Source: an optimization exercise on an open RTL-to-GDS flow (aim: small area, a short achievable clock period and few clock cycles). Production flows keep margins and buffers that such runs may drop.
Only simulation tests tie the RTL to the original design; equivalence was not proved.

## rev 12
Design Milestone1, start of the top module:
module Milestone1(
		input  logic        CLOCK_50,
		input  logic        Resetn,
		input  logic        start,
		output logic        finish,
		input  logic [15:0] SRAM_read_data,
		output logic [17:0] SRAM_address,
		output logic [15:0] SRAM_write_data,
		output logic        SRAM_we_n
);
localparam logic [1:0] S_IDLE = 2'd0, S_PRO = 2'd1, S_RUN = 2'd2, S_DONE = 2'd3;
logic [1:0]  state;
logic [3:0]  ph;         
logic [6:0]  kcol;       
logic [15:0] ya;         
logic [16:0] rgb;        
logic [7:0]  wu [0:5];
logic [7:0]  wv [0:5];
logic [7:0]  pu, pv;     
logic [15:0] yw;         
logic [9:0]  vo;         
logic [7:0]  bbuf;       
wire run   = (state == S_RUN);
wire pro   = (state == S_PRO);
wire first = (kcol == 7'd0);
wire edge_dup = (kcol >= 7'd78);
logic        fsel_v;     
logic [7:0]  f0, f1, f2, f3, f4, f5;
logic [8:0]  fa, fb, fc;
logic [9:0]  fe1, fe2, fe3;
logic [11:0] fa5;
logic [8:0]  fbr;
always_comb begin
	if (fsel_v) begin
		f0 = wv[0]; f1 = wv[1]; f2 = wv[2]; f3 = wv[3]; f4 = wv[4]; f5 = wv[5];
	end else begin
		f0 = wu[0]; f1 = wu[1]; f2 = wu[2]; f3 = wu[3]; f4 = wu[4]; f5 = wu[5];
	end
	fa = {1'b0, f2} + {1'b0, f3};
	fb = {1'b0, f1} + {1'b0, f4};
	fc = {1'b0, f0} + {1'b0, f5};
end
  ...
export LEC_CHECK = 0
export CAP_MARGIN = 20
export CORE_MARGIN = 2
export CORE_UTILIZATION = 60
export SLEW_MARGIN = 20
export SYNTH_HIERARCHICAL = 1
export SYNTH_MINIMUM_KEEP_SIZE = 0
create_clock -name core_clock -period 11.5 [get_ports {CLOCK_50}]
standard.sh (not shown) runs the stock make flow with config.mk's settings and CLKGATE_MAP_FILE= SYNTH_SCRIPT=/design/flow/synth_recipe.tcl, a recipe that flattens the netlist after the stock synthesis.
==> flow/flow/run.sh <==
#!/bin/bash
# Standard layout (unchanged synthesis), with timing repair aiming for a
# setup slack margin so that the achieved period, not just 11.5 ns, is
# optimised.  Each run writes its full output to a log of its own.
set -euo pipefail
bash standard.sh SETUP_SLACK_MARGIN=8.0 finish > standard.log 2>&1
Rev 12 finished all stages; the layout is clean.
Testbench counts of rev 12, summed over its fixed seeds: cycles 775,684.
Input-level comparison between rev 13 and rev 12:
# rev 12
export LEC_CHECK = 0
export CAP_MARGIN = 20
export CORE_MARGIN = 2
export CORE_UTILIZATION = 60
export SLEW_MARGIN = 20
export SYNTH_HIERARCHICAL = 1
export SYNTH_MINIMUM_KEEP_SIZE = 0
create_clock -name core_clock -period 11.5 [get_ports {CLOCK_50}]
# rev 13
export LEC_CHECK = 0
export CAP_MARGIN = 20
export CORE_MARGIN = 2
export CORE_UTILIZATION = 40
export SLEW_MARGIN = 20
export SYNTH_HIERARCHICAL = 1
export SYNTH_MINIMUM_KEEP_SIZE = 0
create_clock -name core_clock -period 11.5 [get_ports {CLOCK_50}]
--- a/flow/flow/run.sh
+++ b/flow/flow/run.sh
@@ -6 +6 @@
-bash standard.sh SETUP_SLACK_MARGIN=8.0 finish > standard.log 2>&1
+bash standard.sh SETUP_SLACK_MARGIN=7.8 finish > standard.log 2>&1
### Flow results
On rev 13: clock-buffer cell count is about 7% lower than what rev 12 gave. Between rev 13 and rev 12, the difference in data required time at the worst endpoint is negligible. For rev 13 and rev 12, there was not a single run that failed to finish clean. From rev 12 to rev 13, area fraction in and, or, nand and nor cells after synthesis did not move at all. Start point of the critical path: fe1[9] -> rev 12, fe3[4] -> rev 13.

========
== build 33 ==
Milestone1, a different RTL version from the one above (not shown whole).
Size: roughly 2,000 cells after synthesis, about 360 flip-flops, about 55 I/O pins, about 24,000 um^2 of cells after synthesis.
==> flow/config.mk <==
export PLATFORM = sky130hd
export DESIGN_NAME = Milestone1
export DESIGN_NICKNAME = Milestone1
export VERILOG_FILES = /design/flow/design.v
export SDC_FILE = /design/flow/constraint.sdc
export NUM_CORES = 4
export LEC_CHECK = 0
export CAP_MARGIN = 20
export CORE_MARGIN = 2
export CORE_UTILIZATION = 40
export SETUP_SLACK_MARGIN = 5
export SLEW_MARGIN = 20
export SYNTH_HIERARCHICAL = 1
export SYNTH_MINIMUM_KEEP_SIZE = 0
==> flow/constraint.sdc <==
create_clock -name core_clock -period 11.5 [get_ports {CLOCK_50}]
set_input_delay 2.3000 -clock core_clock [delete_from_list [all_inputs] [get_ports {CLOCK_50}]]
set_output_delay 2.3000 -clock core_clock [all_outputs]
set_load 0.01 [all_outputs]
run.sh (not shown) runs the stock make flow with config.mk's settings and CLKGATE_MAP_FILE= SYNTH_SCRIPT=/design/flow/synth_recipe.tcl, a recipe that flattens the netlist after the stock synthesis.
Stock flow here: none of the scripts above is used.
Testbench counts of build 33, summed over its fixed seeds: cycles 775,684.
### build 33 -> build 50
# build 33
export LEC_CHECK = 0
export CAP_MARGIN = 20
export CORE_MARGIN = 2
export CORE_UTILIZATION = 40
export SETUP_SLACK_MARGIN = 5
export SLEW_MARGIN = 20
export SYNTH_HIERARCHICAL = 1
export SYNTH_MINIMUM_KEEP_SIZE = 0
create_clock -name core_clock -period 11.5 [get_ports {CLOCK_50}]
# build 50
export LEC_CHECK = 0
export CAP_MARGIN = 20
export CORE_MARGIN = 2
export CORE_UTILIZATION = 40
export SLEW_MARGIN = 20
export SYNTH_HIERARCHICAL = 1
export SYNTH_MINIMUM_KEEP_SIZE = 0
create_clock -name core_clock -period 11.5 [get_ports {CLOCK_50}]
==> flow/flow/run.sh (new file) <==
#!/bin/bash
# Standard layout (unchanged synthesis), with timing repair aiming for a
# setup slack margin so that the achieved period, not just 11.5 ns, is
# optimised.  Each run writes its full output to a log of its own.
set -euo pipefail
bash standard.sh SETUP_SLACK_MARGIN=7.6 "BUFFER_PORTS_ARGS=-buffer_cell sky130_fd_sc_hd__buf_2" finish > standard.log 2>&1
==> flow/standard.sh (new file) <==
#!/bin/bash
# synth_recipe.tcl (not shown) runs the flow's synth.tcl, then flattens the netlist and writes it again
# the make line also repeats each setting of config.mk as NAME=value (left out here)
make -C /OpenROAD-flow-scripts/flow DESIGN_CONFIG=/design/flow/config.mk WORK_HOME=/design/flow/orfs CLKGATE_MAP_FILE= SYNTH_SCRIPT=/design/flow/synth_recipe.tcl "${@:-finish}"
removed: flow/run.sh
--- outcome ---
The startpoint of the most critical setup path comes out fe2[6]$_DFF_P_ in one run and ur[4]$_DFF_P_ in the other, namely in build 33 and build 50 respectively. Comparing build 33 and build 50, the higher count of plain and timing-repair buffers in the layout was measured on build 50. Summary of build 50 over build 33: transition time of the tightest slew-check pin held steady; post-detailed-placement cell area shrank by 250 um^2; number of gates resized after CTS grew by 16; via count of the first global-routing pass grew by 358. Compare build 33 and build 50 | global routing met2 resource utilization higher: build 50. Highest clock rate was lower in the run labelled build 33. Wire: build 50 routes more than build 33.
--- input diff build 50..build 67 ---
--- a/flow/flow/run.sh
+++ b/flow/flow/run.sh
@@ -4,3 +4,3 @@
 # optimised.  Each run writes its full output to a log of its own.
 set -euo pipefail
-bash standard.sh SETUP_SLACK_MARGIN=7.6 "BUFFER_PORTS_ARGS=-buffer_cell sky130_fd_sc_hd__buf_2" finish > standard.log 2>&1
+bash standard.sh SETUP_SLACK_MARGIN=7.2 "BUFFER_PORTS_ARGS=-buffer_cell sky130_fd_sc_hd__buf_2" finish > standard.log 2>&1
--- outcome ---
- Build 67 closes out successfully: all stages finished, all timing, DRC and antenna checks passed.
- Via count: build 67 vs build 50, no meaningful difference
- Route | build 67 vs build 50 | wire shorter in build 67
- Worst slew slack as a fraction of its limit: build 67 < build 50
- Between build 50 and build 67, the final non-filler cell total figures differ only marginally.
- The time the final worst path needs with I/O delays and setup of build 67 exceeds that of build 50 by 320 ps.
- The worst hold slack on build 50 is in line with that on build 67.
- Compared with build 50, build 67 ends up with a smaller final cell area.
- Going from build 50 to build 67, all-layer global routing usage shrinks by 0.15 points.
- Top layer used by detailed routing: met4 -> build 67, met5 -> build 50
The following lists how build 76 was set up differently from build 67:
--- a/flow/flow/run.sh
+++ b/flow/flow/run.sh
@@ -4,3 +4,3 @@
 # optimised.  Each run writes its full output to a log of its own.
 set -euo pipefail
-bash standard.sh SETUP_SLACK_MARGIN=7.2 "BUFFER_PORTS_ARGS=-buffer_cell sky130_fd_sc_hd__buf_2" finish > standard.log 2>&1
+bash standard.sh SETUP_SLACK_MARGIN=7.8 finish > standard.log 2>&1
### Flow results
- Diff build 67 -> build 76: final area grew by 3.6%, setup slack at placement grew by 160 ps.
- In the flow results for build 76 and build 67, the combined global-route utilization of all metal layers is smaller on build 67.
- Re count of unresolved DRC violations after routing: no difference whatsoever between build 67 and build 76.
- Layout overhead on the synthesized area (build 76 over build 67): increase, 4.0 points
- Build 76 has more setup slack than build 67.
Input changes introduced in build 36 (baseline for comparison: build 76):
--- a/flow/flow/run.sh
+++ b/flow/flow/run.sh
@@ -4,3 +4,3 @@
 # optimised.  Each run writes its full output to a log of its own.
 set -euo pipefail
-bash standard.sh SETUP_SLACK_MARGIN=7.8 finish > standard.log 2>&1
+bash standard.sh SETUP_SLACK_MARGIN=7.9 "BUFFER_PORTS_ARGS=-buffer_cell sky130_fd_sc_hd__buf_2" finish > standard.log 2>&1
Findings:
- In summary, build 36 completed successfully, with a layout that passed the timing, DRC and antenna checks.
- Going from build 76 to build 36, data arrival time of the worst path went down, final worst-path setup slack -22 ps, total via count in the routed design rose by about 0.7%, maximum count of clock buffers along a single path has remained practically unchanged.

[afterwards: timing with drivers on the ports]
The results above use ideal ports. As a check the final layouts listed here were re-extracted and re-timed, cells and wires unchanged.
Step 1 sets driving cells, clkbuf_16 on the clock port and buf_2 on the other inputs (assumed; they add their load-dependent delay and slew).
Step 2 times the ports against the registers' clock, not the clock port: input delays grow and output delays shrink by t, the midpoint of the rising clock arrivals with the driver on.
Three values: no drivers, after step 1, after step 2; two values: the first two.
| run | shift t [ns] | setup WS [ns] | worst data-port slew with drivers (ns) |
|---|---|---|---|
| rev 12 | 0.615 | 7.760 / 7.760 / 7.551 | 0.08 |
| rev 13 | 0.620 | 7.799 / 7.795 / 7.584 | 0.04 |
| build 33 | 0.629 | 7.207 / 7.207 / 7.207 | 0.04 |
| build 50 | 0.631 | 7.758 / 7.758 / 7.758 | 0.03 |
| build 67 | 0.633 | 7.433 / 7.433 / 7.433 | 0.03 |
| build 76 | 0.635 | 7.840 / 7.840 / 7.586 | 0.04 |
| build 36 | 0.633 | 7.819 / 7.819 / 7.819 | 0.05 |
After both steps every run listed still meets setup and hold. The setup slack of build 76, which loses most, moves by 0.000 ns with the drivers and by -0.254 ns with both steps.
